From an optimization exercise on the open Yosys and OpenROAD flow, aimed at small area and a short achievable clock period; shortcuts taken in it are not production practice.
Function was checked by simulation only, so behaviour that the tests miss may differ from the original.
Power and IR drop assume default switching activity.

== job 3157 ==
// solution
module solution (
    input clk,
    input rst,
    input row_valid,
    input [281:0] row_data,
    output [63:0] splitters_hit,
    output done
);
clock: 100.0 ns
lec_check: 0
cap_margin: 20
core_margin: 2
core_utilization: 65
cts_buf_list: sky130_fd_sc_hd__clkbuf_4 sky130_fd_sc_hd__clkbuf_8
slew_margin: 20
synth_hierarchical: 1
synth_minimum_keep_size: 0
buffer_ports_args: -buffer_cell sky130_fd_sc_hd__buf_1
skip_repair_tie_fanout: 1
cts_args: -repair_clock_nets -dont_use_dummy_load -buf_list {sky130_fd_sc_hd__clkbuf_4 sky130_fd_sc_hd__clkbuf_8}
standard.sh (not shown) runs the stock make flow with config.mk's settings and CLKGATE_MAP_FILE= SYNTH_SCRIPT=/design/flow/synth_recipe.tcl, a recipe that flattens the netlist after the stock synthesis.
==> flow/flow/run.sh <==
#!/bin/bash
# Own layout flow: the standard flow, with
#  - the column cell bs_col mapped by hand (flow/bs_col_cells.v) before flattening,
#  - flow/extra.mk appended to config.mk (port buffer cell).
set -euo pipefail
cd "$(dirname "$0")/.."
W=$PWD
cat flow/extra.mk >> config.mk
# synthesis: the standard flow's script, with the hand-mapped bs_col read over the synthesized one
awk -v f="$W/flow/bs_col_cells.v" '{print} /source .*synth.tcl/ {print "read_verilog -overwrite " f}' \
  synth_recipe.tcl > my_synth.tcl
grep -q "read_verilog -overwrite" my_synth.tcl
sed "s#SYNTH_SCRIPT=[^ ]*#SYNTH_SCRIPT=$W/my_synth.tcl#" standard.sh > my_standard.sh
grep -q "my_synth.tcl" my_standard.sh
bash my_standard.sh ${FLOW_TARGET:-finish} > make_finish.log 2>&1
==> flow/flow/bs_col_cells.v <==
// bs_col and bs_take (see rtl/solution.v) mapped by hand to sky130_fd_sc_hd cells.
//
// bs_col:
// nhit = ~(a & c0 & ~c1 & take)
// src  = ~c0 & ~ntake & c1
// nk   = ~((a & nhit) | src)
// d    = ~((nk & nhl & nhr) | rst)
module bs_col (
    input a, input c0, input c1, input take, input ntake, input rst,
    input nhl, input nhr,
    output nhit, output d
);
    wire src, nk;
    sky130_fd_sc_hd__nand4b_1 g_hit (.A_N(c1), .B(c0), .C(a), .D(take), .Y(nhit));
    sky130_fd_sc_hd__nor3b_1 g_src (.A(c0), .B(ntake), .C_N(c1), .Y(src));
    sky130_fd_sc_hd__a21oi_1 g_keep (.A1(a), .A2(nhit), .B1(src), .Y(nk));
    sky130_fd_sc_hd__a31oi_1 g_d (.A1(nk), .A2(nhl), .A3(nhr), .B1(rst), .Y(d));
endmodule

// bs_take:
// take = row_valid & running & ~rst, ntake = ~take, rst_l = ~rst_cn
module bs_take (input row_valid, input running, input rst, input rst_cn,
                output take, output ntake, output rst_l);
    sky130_fd_sc_hd__and3b_2 g_take (.A_N(rst), .B(running), .C(row_valid), .X(take));
    sky130_fd_sc_hd__inv_1 g_ntake (.A(take), .Y(ntake));
    sky130_fd_sc_hd__inv_2 g_rst (.A(rst_cn), .Y(rst_l));
endmodule

// bs_inv: an inverter
module bs_inv (input i, output o);
    sky130_fd_sc_hd__inv_2 g_inv (.A(i), .Y(o));
endmodule
==> flow/flow/extra.mk <==
# port buffers: the smallest buffer
export BUFFER_PORTS_ARGS = -buffer_cell sky130_fd_sc_hd__buf_1
# one tie cell per constant
export SKIP_REPAIR_TIE_FANOUT = 1
# clock tree: no dummy loads (they only balance the tree's levels)
export CTS_ARGS = -repair_clock_nets -dont_use_dummy_load -buf_list {sky130_fd_sc_hd__clkbuf_4 sky130_fd_sc_hd__clkbuf_8}
Job 3157: PASS, flow complete, no timing, DRC or antenna violations
diff inputs: job 3157 => job 5422
# job 3157
export LEC_CHECK = 0
export CAP_MARGIN = 20
export CORE_MARGIN = 2
export CORE_UTILIZATION = 65
export CTS_BUF_LIST = sky130_fd_sc_hd__clkbuf_4 sky130_fd_sc_hd__clkbuf_8
export SLEW_MARGIN = 20
export SYNTH_HIERARCHICAL = 1
export SYNTH_MINIMUM_KEEP_SIZE = 0
export BUFFER_PORTS_ARGS = -buffer_cell sky130_fd_sc_hd__buf_1
export SKIP_REPAIR_TIE_FANOUT = 1
export CTS_ARGS = -repair_clock_nets -dont_use_dummy_load -buf_list {sky130_fd_sc_hd__clkbuf_4 sky130_fd_sc_hd__clkbuf_8}
create_clock -name core_clock -period 100.0 [get_ports {clk}]
# job 5422
export LEC_CHECK = 0
export CAP_MARGIN = 20
export CORE_MARGIN = 2
export CORE_UTILIZATION = 65
export CTS_BUF_LIST = sky130_fd_sc_hd__clkbuf_4 sky130_fd_sc_hd__clkbuf_8
export SLEW_MARGIN = 20
export SYNTH_HIERARCHICAL = 1
export SYNTH_MINIMUM_KEEP_SIZE = 0
export BUFFER_PORTS_ARGS = -buffer_cell sky130_fd_sc_hd__buf_1
export SKIP_REPAIR_TIE_FANOUT = 1
export CTS_ARGS = -sink_clustering_enable -repair_clock_nets -dont_use_dummy_load -buf_list {sky130_fd_sc_hd__clkbuf_4 sky130_fd_sc_hd__clkbuf_8}
create_clock -name core_clock -period 100.0 [get_ports {clk}]
-- flow/flow/run.sh --
<<< job 3157, line 1
#!/bin/bash
# Own layout flow: the standard flow, with
#  - the column cell bs_col mapped by hand (flow/bs_col_cells.v) before flattening,
#  - flow/extra.mk appended to config.mk (port buffer cell).
set -euo pipefail
cd "$(dirname "$0")/.."
>>> job 5422, line 1
#!/bin/bash
# Own layout flow: the standard flow (standard.sh, synth_recipe.tcl), with
#  - bs_col, bs_take and bs_inv mapped to cells by hand (flow/bs_col_cells.v), read over
#    their synthesized versions before the design is flattened,
#  - flow/extra.mk appended to config.mk: buf_1 port buffers, one tie cell per constant,
#    no dummy clock-tree loads.
# The make output goes to make_finish.log; each ORFS step logs to orfs/logs/.
set -euo pipefail
cd "$(dirname "$0")/.."
-- flow/flow/bs_col_cells.v --
<<< job 3157, line 2
//
// bs_col:
// nhit = ~(a & c0 & ~c1 & take)
// src  = ~c0 & ~ntake & c1
// nk   = ~((a & nhit) | src)
// d    = ~((nk & nhl & nhr) | rst)
>>> job 5422, line 2
//
// bs_col:
// nc1  = ~c1
// nhit = ~(a & c0 & nc1 & take)
// src  = ~(c0 | ntake | nc1)
// nk   = ~((a & nhit) | src)
// d    = ~((nk & nhl & nhr) | rst)
<<< job 3157, line 11
    output nhit, output d
);
    wire src, nk;
    sky130_fd_sc_hd__nand4b_1 g_hit (.A_N(c1), .B(c0), .C(a), .D(take), .Y(nhit));
    sky130_fd_sc_hd__nor3b_1 g_src (.A(c0), .B(ntake), .C_N(c1), .Y(src));
    sky130_fd_sc_hd__a21oi_1 g_keep (.A1(a), .A2(nhit), .B1(src), .Y(nk));
    sky130_fd_sc_hd__a31oi_1 g_d (.A1(nk), .A2(nhl), .A3(nhr), .B1(rst), .Y(d));
>>> job 5422, line 12
    output nhit, output d
);
    wire nc1, src, nk;
    sky130_fd_sc_hd__inv_1 g_nc1 (.A(c1), .Y(nc1));
    sky130_fd_sc_hd__nand4_1 g_hit (.A(a), .B(c0), .C(nc1), .D(take), .Y(nhit));
    sky130_fd_sc_hd__nor3_1 g_src (.A(c0), .B(ntake), .C(nc1), .Y(src));
    sky130_fd_sc_hd__a21oi_1 g_keep (.A1(a), .A2(nhit), .B1(src), .Y(nk));
    sky130_fd_sc_hd__a31oi_1 g_d (.A1(nk), .A2(nhl), .A3(nhr), .B1(rst), .Y(d));
==> flow/flow/extra.mk <==
# port buffers: the smallest buffer
export BUFFER_PORTS_ARGS = -buffer_cell sky130_fd_sc_hd__buf_1
# one tie cell per constant
export SKIP_REPAIR_TIE_FANOUT = 1
# clock tree: no dummy loads (they only balance the tree's levels)
export CTS_ARGS = -sink_clustering_enable -repair_clock_nets -dont_use_dummy_load -buf_list {sky130_fd_sc_hd__clkbuf_4 sky130_fd_sc_hd__clkbuf_8}
[summary]
Result for job 5422 and job 3157: all clean. Between job 3157 and job 5422, global-route track usage on met3 decreased. Job 5422 against job 3157; via density per instance is down slightly. Relative to job 3157, the fmax measured on job 5422 has decreased slightly. Summary: with job 3157 as the reference, total net switching power in job 5422 moved up by a few percent. Diff job 3157 -> job 5422: final cell count went up by about 8%; data-path buffer share of cell area in the final layout was more or less identical; filler cell count in the final layout went up by about 1.1%. Job 3157 → job 5422: final standard cell utilization of the core now sits higher, wire length of the first global-routing pass now sits lower.
--- input diff job 5422..job 6212 ---
# job 5422
export LEC_CHECK = 0
export CAP_MARGIN = 20
export CORE_MARGIN = 2
export CORE_UTILIZATION = 65
export CTS_BUF_LIST = sky130_fd_sc_hd__clkbuf_4 sky130_fd_sc_hd__clkbuf_8
export SLEW_MARGIN = 20
export SYNTH_HIERARCHICAL = 1
export SYNTH_MINIMUM_KEEP_SIZE = 0
export BUFFER_PORTS_ARGS = -buffer_cell sky130_fd_sc_hd__buf_1
export SKIP_REPAIR_TIE_FANOUT = 1
export CTS_ARGS = -sink_clustering_enable -repair_clock_nets -dont_use_dummy_load -buf_list {sky130_fd_sc_hd__clkbuf_4 sky130_fd_sc_hd__clkbuf_8}
create_clock -name core_clock -period 100.0 [get_ports {clk}]
# job 6212
export LEC_CHECK = 0
export CAP_MARGIN = 20
export CORE_MARGIN = 2
export CORE_UTILIZATION = 65
export CTS_BUF_LIST = sky130_fd_sc_hd__clkbuf_4 sky130_fd_sc_hd__clkbuf_8
export SLEW_MARGIN = 20
export SYNTH_HIERARCHICAL = 1
export SYNTH_MINIMUM_KEEP_SIZE = 0
export BUFFER_PORTS_ARGS = -buffer_cell sky130_fd_sc_hd__buf_1
export SKIP_REPAIR_TIE_FANOUT = 1
export CTS_ARGS = -sink_clustering_enable -repair_clock_nets -dont_use_dummy_load -buf_list {sky130_fd_sc_hd__clkbuf_4 sky130_fd_sc_hd__clkbuf_8}
export SETUP_SLACK_MARGIN = 77
create_clock -name core_clock -period 100.0 [get_ports {clk}]
-- flow/flow/run.sh --
<<< job 5422, line 1
#!/bin/bash
# Own layout flow: the standard flow (standard.sh, synth_recipe.tcl), with
#  - bs_col, bs_take and bs_inv mapped to cells by hand (flow/bs_col_cells.v), read over
#    their synthesized versions before the design is flattened,
#  - flow/extra.mk appended to config.mk: buf_1 port buffers, one tie cell per constant,
#    no dummy clock-tree loads.
# The make output goes to make_finish.log; each ORFS step logs to orfs/logs/.
set -euo pipefail
cd "$(dirname "$0")/.."
>>> job 6212, line 1
#!/bin/bash
# Own layout flow: the standard flow, with
#  - the column cell bs_col mapped by hand (flow/bs_col_cells.v) before flattening,
#  - flow/extra.mk appended to config.mk (port buffer cell).
set -euo pipefail
cd "$(dirname "$0")/.."
-- flow/flow/bs_col_cells.v --
<<< job 5422, line 2
//
// bs_col:
// nc1  = ~c1
// nhit = ~(a & c0 & nc1 & take)
// src  = ~(c0 | ntake | nc1)
// nk   = ~((a & nhit) | src)
// d    = ~((nk & nhl & nhr) | rst)
>>> job 6212, line 2
//
// bs_col:
// nhit = ~(a & c0 & ~c1 & take)
// src  = ~c0 & ~ntake & c1
// nk   = ~((a & nhit) | src)
// d    = ~((nk & nhl & nhr) | rst)
<<< job 5422, line 12
    output nhit, output d
);
    wire nc1, src, nk;
    sky130_fd_sc_hd__inv_1 g_nc1 (.A(c1), .Y(nc1));
    sky130_fd_sc_hd__nand4_1 g_hit (.A(a), .B(c0), .C(nc1), .D(take), .Y(nhit));
    sky130_fd_sc_hd__nor3_1 g_src (.A(c0), .B(ntake), .C(nc1), .Y(src));
    sky130_fd_sc_hd__a21oi_1 g_keep (.A1(a), .A2(nhit), .B1(src), .Y(nk));
    sky130_fd_sc_hd__a31oi_1 g_d (.A1(nk), .A2(nhl), .A3(nhr), .B1(rst), .Y(d));
>>> job 6212, line 11
    output nhit, output d
);
    wire src, nk;
    sky130_fd_sc_hd__nand4b_1 g_hit (.A_N(c1), .B(c0), .C(a), .D(take), .Y(nhit));
    sky130_fd_sc_hd__nor3b_1 g_src (.A(c0), .B(ntake), .C_N(c1), .Y(src));
    sky130_fd_sc_hd__a21oi_1 g_keep (.A1(a), .A2(nhit), .B1(src), .Y(nk));
    sky130_fd_sc_hd__a31oi_1 g_d (.A1(nk), .A2(nhl), .A3(nhr), .B1(rst), .Y(d));
==> flow/flow/extra.mk <==
# port buffers: the smallest buffer
export BUFFER_PORTS_ARGS = -buffer_cell sky130_fd_sc_hd__buf_1
# one tie cell per constant
export SKIP_REPAIR_TIE_FANOUT = 1
# clock tree: no dummy loads (they only balance the tree's levels)
export CTS_ARGS = -sink_clustering_enable -repair_clock_nets -dont_use_dummy_load -buf_list {sky130_fd_sc_hd__clkbuf_4 sky130_fd_sc_hd__clkbuf_8}
# timing repair aims for this much setup slack
export SETUP_SLACK_MARGIN = 77
Highest routed metal layer = met5: job 5422; highest routed metal layer = met4: job 6212
The higher initial antenna violation count came out of job 6212.
Looking at combinational share of power, job 6212 sits 2.1 points above job 5422.
The lower proportion of cell area occupied by multi-input gates came out of job 5422.
Sort job 6212 and job 5422 by wire length on met1 desc -> top: job 6212
Edits applied to the flow inputs when going from job 6212 to job 6135:
# job 6212
export LEC_CHECK = 0
export CAP_MARGIN = 20
export CORE_MARGIN = 2
export CORE_UTILIZATION = 65
export CTS_BUF_LIST = sky130_fd_sc_hd__clkbuf_4 sky130_fd_sc_hd__clkbuf_8
export SLEW_MARGIN = 20
export SYNTH_HIERARCHICAL = 1
export SYNTH_MINIMUM_KEEP_SIZE = 0
export BUFFER_PORTS_ARGS = -buffer_cell sky130_fd_sc_hd__buf_1
export SKIP_REPAIR_TIE_FANOUT = 1
export CTS_ARGS = -sink_clustering_enable -repair_clock_nets -dont_use_dummy_load -buf_list {sky130_fd_sc_hd__clkbuf_4 sky130_fd_sc_hd__clkbuf_8}
export SETUP_SLACK_MARGIN = 77
create_clock -name core_clock -period 100.0 [get_ports {clk}]
# job 6135
export LEC_CHECK = 0
export CAP_MARGIN = 20
export CORE_MARGIN = 2
export CORE_UTILIZATION = 65
export CTS_BUF_LIST = sky130_fd_sc_hd__clkbuf_4 sky130_fd_sc_hd__clkbuf_8
export SLEW_MARGIN = 20
export SYNTH_HIERARCHICAL = 1
export SYNTH_MINIMUM_KEEP_SIZE = 0
export BUFFER_PORTS_ARGS = -buffer_cell sky130_fd_sc_hd__buf_1
export SKIP_REPAIR_TIE_FANOUT = 1
export CTS_ARGS = -sink_clustering_enable -repair_clock_nets -dont_use_dummy_load -buf_list {sky130_fd_sc_hd__clkbuf_16} -root_buf sky130_fd_sc_hd__clkbuf_16
create_clock -name core_clock -period 100.0 [get_ports {clk}]
==> flow/flow/extra.mk <==
# port buffers: the smallest buffer
export BUFFER_PORTS_ARGS = -buffer_cell sky130_fd_sc_hd__buf_1
# one tie cell per constant
export SKIP_REPAIR_TIE_FANOUT = 1
# clock tree: no dummy loads (they only balance the tree's levels)
export CTS_ARGS = -sink_clustering_enable -repair_clock_nets -dont_use_dummy_load -buf_list {sky130_fd_sc_hd__clkbuf_16} -root_buf sky130_fd_sc_hd__clkbuf_16
### Flow results
- Job 6135 finished end to end and its layout was clean on timing, DRC and antenna.
- Job 6135 has less setup slack than job 6212.
- Fraction of final layout cells with drive strength greater than 1 was higher in the run labelled job 6212.
- Job 6135 against job 6212: switching power of the nets shows a reduction of 0.26 µW, worst setup slack before clock tree synthesis shows an increase of 6.4 ps.
- Diff job 6212 -> job 6135: register-to-register slack climbed 70 ps; overall power climbed 12 µW; sequential cell area barely changed.
- Of job 6212 and job 6135, the higher final period demand of the worst path belongs to job 6135.
- Sort job 6212 and job 6135 by global-route wire length before repair desc -> top: job 6212
Modified inputs, job 1072 compared to job 6135
# job 6135
export LEC_CHECK = 0
export CAP_MARGIN = 20
export CORE_MARGIN = 2
export CORE_UTILIZATION = 65
export CTS_BUF_LIST = sky130_fd_sc_hd__clkbuf_4 sky130_fd_sc_hd__clkbuf_8
export SLEW_MARGIN = 20
export SYNTH_HIERARCHICAL = 1
export SYNTH_MINIMUM_KEEP_SIZE = 0
export BUFFER_PORTS_ARGS = -buffer_cell sky130_fd_sc_hd__buf_1
export SKIP_REPAIR_TIE_FANOUT = 1
export CTS_ARGS = -sink_clustering_enable -repair_clock_nets -dont_use_dummy_load -buf_list {sky130_fd_sc_hd__clkbuf_16} -root_buf sky130_fd_sc_hd__clkbuf_16
create_clock -name core_clock -period 100.0 [get_ports {clk}]
# job 1072
export LEC_CHECK = 0
export CAP_MARGIN = 20
export CORE_MARGIN = 2
export CORE_UTILIZATION = 65
export CTS_BUF_LIST = sky130_fd_sc_hd__clkbuf_4 sky130_fd_sc_hd__clkbuf_8
export SLEW_MARGIN = 20
export SYNTH_HIERARCHICAL = 1
export SYNTH_MINIMUM_KEEP_SIZE = 0
export BUFFER_PORTS_ARGS = -buffer_cell sky130_fd_sc_hd__buf_1
export SKIP_REPAIR_TIE_FANOUT = 1
export CTS_ARGS = -sink_clustering_enable -repair_clock_nets -dont_use_dummy_load -buf_list {sky130_fd_sc_hd__clkbuf_4 sky130_fd_sc_hd__clkbuf_8}
create_clock -name core_clock -period 100.0 [get_ports {clk}]
-- flow/flow/bs_col_cells.v --
<<< job 6135, line 22
module bs_take (input row_valid, input running, input rst, input rst_cn,
                output take, output ntake, output rst_l);
    sky130_fd_sc_hd__and3b_2 g_take (.A_N(rst), .B(running), .C(row_valid), .X(take));
    sky130_fd_sc_hd__inv_1 g_ntake (.A(take), .Y(ntake));
    sky130_fd_sc_hd__inv_2 g_rst (.A(rst_cn), .Y(rst_l));
>>> job 1072, line 22
module bs_take (input row_valid, input running, input rst, input rst_cn,
                output take, output ntake, output rst_l);
    sky130_fd_sc_hd__and3b_4 g_take (.A_N(rst), .B(running), .C(row_valid), .X(take));
    sky130_fd_sc_hd__inv_1 g_ntake (.A(take), .Y(ntake));
    sky130_fd_sc_hd__inv_2 g_rst (.A(rst_cn), .Y(rst_l));
==> flow/flow/extra.mk <==
# port buffers: the smallest buffer
export BUFFER_PORTS_ARGS = -buffer_cell sky130_fd_sc_hd__buf_1
# one tie cell per constant
export SKIP_REPAIR_TIE_FANOUT = 1
# clock tree: no dummy loads (they only balance the tree's levels)
export CTS_ARGS = -sink_clustering_enable -repair_clock_nets -dont_use_dummy_load -buf_list {sky130_fd_sc_hd__clkbuf_4 sky130_fd_sc_hd__clkbuf_8}
Results
Comparing job 1072 against job 6135, there is no change at all in number of clock buffer instances in the layout.
On share of power burned in the clock network, the lower figure sits with job 1072, not job 6135.
Of job 1072 and job 6135, the higher area added between synthesis and finish belongs to job 6135.
Relative to job 6135, the total power measured on job 1072 has decreased by more than 10%.
Wire length after detailed routing delta for job 1072 relative to job 6135: 880 µm lower
Final critical-path setup slack improves in job 1072 relative to job 6135.
Changes observed in job 1072 relative to job 6135: maximum operating frequency ~0 delta; worst hold margin grew by 7.5 ps; area of the placeable core up about 0.34%; sum of routed wire segments on met1 barely changed.
--- input diff job 1072..job 4538 ---
# job 1072
export LEC_CHECK = 0
export CAP_MARGIN = 20
export CORE_MARGIN = 2
export CORE_UTILIZATION = 65
export CTS_BUF_LIST = sky130_fd_sc_hd__clkbuf_4 sky130_fd_sc_hd__clkbuf_8
export SLEW_MARGIN = 20
export SYNTH_HIERARCHICAL = 1
export SYNTH_MINIMUM_KEEP_SIZE = 0
export BUFFER_PORTS_ARGS = -buffer_cell sky130_fd_sc_hd__buf_1
export SKIP_REPAIR_TIE_FANOUT = 1
export CTS_ARGS = -sink_clustering_enable -repair_clock_nets -dont_use_dummy_load -buf_list {sky130_fd_sc_hd__clkbuf_4 sky130_fd_sc_hd__clkbuf_8}
create_clock -name core_clock -period 100.0 [get_ports {clk}]
# job 4538
export LEC_CHECK = 0
export CAP_MARGIN = 20
export CORE_MARGIN = 2
export CORE_UTILIZATION = 65
export CTS_BUF_LIST = sky130_fd_sc_hd__clkbuf_4 sky130_fd_sc_hd__clkbuf_8
export SLEW_MARGIN = 20
export SYNTH_HIERARCHICAL = 1
export SYNTH_MINIMUM_KEEP_SIZE = 0
export BUFFER_PORTS_ARGS = -buffer_cell sky130_fd_sc_hd__buf_1
export SKIP_REPAIR_TIE_FANOUT = 1
export CTS_ARGS = -sink_clustering_enable -repair_clock_nets -dont_use_dummy_load -buf_list {sky130_fd_sc_hd__clkbuf_4 sky130_fd_sc_hd__clkbuf_8}
export POST_RESIZE_TCL = /design/flow/flow/port_bufs.tcl
create_clock -name core_clock -period 100.0 [get_ports {clk}]
==> flow/flow/run.sh <==
#!/bin/bash
# Own layout flow: the standard flow (standard.sh, synth_recipe.tcl), with
#  - bs_col, bs_take and bs_inv mapped to cells by hand (flow/bs_col_cells.v), read over
#    their synthesized versions before the design is flattened,
#  - flow/extra.mk appended to config.mk: buf_1 port buffers, one tie cell per constant,
#    no dummy clock-tree loads, stronger buffers on the row_valid and rst ports (port_bufs.tcl).
# The make output goes to make_finish.log; each ORFS step logs to orfs/logs/.
set -euo pipefail
cd "$(dirname "$0")/.."
W=$PWD
sed "s#@W@#$W#g" flow/extra.mk >> config.mk
# synthesis: the standard flow's script, with the hand-mapped bs_col read over the synthesized one
awk -v f="$W/flow/bs_col_cells.v" '{print} /source .*synth.tcl/ {print "read_verilog -overwrite " f}' \
  synth_recipe.tcl > my_synth.tcl
grep -q "read_verilog -overwrite" my_synth.tcl
sed "s#SYNTH_SCRIPT=[^ ]*#SYNTH_SCRIPT=$W/my_synth.tcl#" standard.sh > my_standard.sh
grep -q "my_synth.tcl" my_standard.sh
bash my_standard.sh ${FLOW_TARGET:-finish} > make_finish.log 2>&1
==> flow/flow/bs_col_cells.v <==
// bs_col and bs_take (see rtl/solution.v) mapped by hand to sky130_fd_sc_hd cells.
//
// bs_col:
// nc1  = ~c1
// nhit = ~(a & c0 & nc1 & take)
// src  = ~(c0 | ntake | nc1)
// nk   = ~((a & nhit) | src)
// d    = ~((nk & nhl & nhr) | rst)
module bs_col (
    input a, input c0, input c1, input take, input ntake, input rst,
    input nhl, input nhr,
    output nhit, output d
);
    wire nc1, src, nk;
    sky130_fd_sc_hd__inv_1 g_nc1 (.A(c1), .Y(nc1));
    sky130_fd_sc_hd__nand4_1 g_hit (.A(a), .B(c0), .C(nc1), .D(take), .Y(nhit));
    sky130_fd_sc_hd__nor3_1 g_src (.A(c0), .B(ntake), .C(nc1), .Y(src));
    sky130_fd_sc_hd__a21oi_1 g_keep (.A1(a), .A2(nhit), .B1(src), .Y(nk));
    sky130_fd_sc_hd__a31oi_1 g_d (.A1(nk), .A2(nhl), .A3(nhr), .B1(rst), .Y(d));
endmodule

// bs_take:
// take = row_valid & running & ~rst, ntake = ~take, rst_l = ~rst_cn
module bs_take (input row_valid, input running, input rst, input rst_cn,
                output take, output ntake, output rst_l);
    sky130_fd_sc_hd__and3b_2 g_take (.A_N(rst), .B(running), .C(row_valid), .X(take));
    sky130_fd_sc_hd__inv_1 g_ntake (.A(take), .Y(ntake));
    sky130_fd_sc_hd__inv_2 g_rst (.A(rst_cn), .Y(rst_l));
endmodule

// bs_inv: an inverter
module bs_inv (input i, output o);
    sky130_fd_sc_hd__inv_2 g_inv (.A(i), .Y(o));
endmodule
==> flow/flow/extra.mk <==
# port buffers: the smallest buffer
export BUFFER_PORTS_ARGS = -buffer_cell sky130_fd_sc_hd__buf_1
# one tie cell per constant
export SKIP_REPAIR_TIE_FANOUT = 1
# clock tree: no dummy loads (they only balance the tree's levels)
export CTS_ARGS = -sink_clustering_enable -repair_clock_nets -dont_use_dummy_load -buf_list {sky130_fd_sc_hd__clkbuf_4 sky130_fd_sc_hd__clkbuf_8}
# stronger port buffers on row_valid and rst
export POST_RESIZE_TCL = @W@/flow/port_bufs.tcl
==> flow/flow/port_bufs.tcl (new file) <==
# POST_RESIZE hook: the buffers on the row_valid and rst ports drive the take logic of
# every column group; give them a stronger buffer than the other ports' buf_1.
foreach p {row_valid rst} {
  set net [get_nets -of_objects [get_ports $p]]
  foreach pin [get_pins -of_objects $net] {
    set inst [get_cells -of_objects $pin]
    set ref [get_property $inst ref_name]
    if {[string match "sky130_fd_sc_hd__buf_*" $ref] || [string match "sky130_fd_sc_hd__clkbuf_*" $ref]} {
      puts "port $p: [get_full_name $inst] $ref -> sky130_fd_sc_hd__buf_4"
      replace_cell $inst sky130_fd_sc_hd__buf_4
    }
  }
}
### Flow results
- Flow for job 4538 halted at placement repair (3_4_place_resized), error code STA-0100.
- NOTE synthesized area per cell job 1072->job 4538 decreased by more than 10%
- In job 4538, the effective utilization at floorplan came out 0.93 points above the value in job 1072.
- The lower global placer's final weighted congestion came out of job 1072.
- Changes observed in job 4538 relative to job 1072: synthesized area shrank by 1.7%, number of instances in the synthesized netlist grew by 13%.

-- separate check: timing with driven ports --
The results above use ideal ports. As a check the final layouts listed here were re-extracted and re-timed, cells and wires unchanged. Step 1 sets driving cells, clkbuf_16 on the clock port and buf_2 on the other inputs (assumed; they add their load-dependent delay and slew). Step 2 adds t to the input delays and takes it off the output delays; t is the mean of the earliest and latest rising clock arrival at the registers after step 1. Input paths then give back, and output paths get back, about the clock's delay inside the block. Three values: ideal, step 1, step 2; two values: the first two.
run | shift t [ns] | setup slack, ns | slew at the worst register clock pin (ns) | worst slew at a driven data input, ns
job 3157 | 0.493 | 76.076 / 76.072 / 75.579 | 0.10 / 0.10 | 0.10
job 5422 | 0.495 | 75.971 / 75.969 / 75.473 | 0.10 / 0.10 | 0.07
job 6212 | 0.500 | 76.427 / 76.384 / 75.884 | 0.11 / 0.11 | 0.31
job 6135 | 0.473 | 76.073 / 76.083 / 75.610 | 0.07 / 0.07 | 0.10
job 1072 | 0.495 | 76.111 / 76.113 / 75.618 | 0.10 / 0.10 | 0.11
After both steps every run listed still meets setup and hold. For job 6212, which loses most, drivers alone change the setup slack by -0.043 ns; drivers and shift together by -0.543 ns.
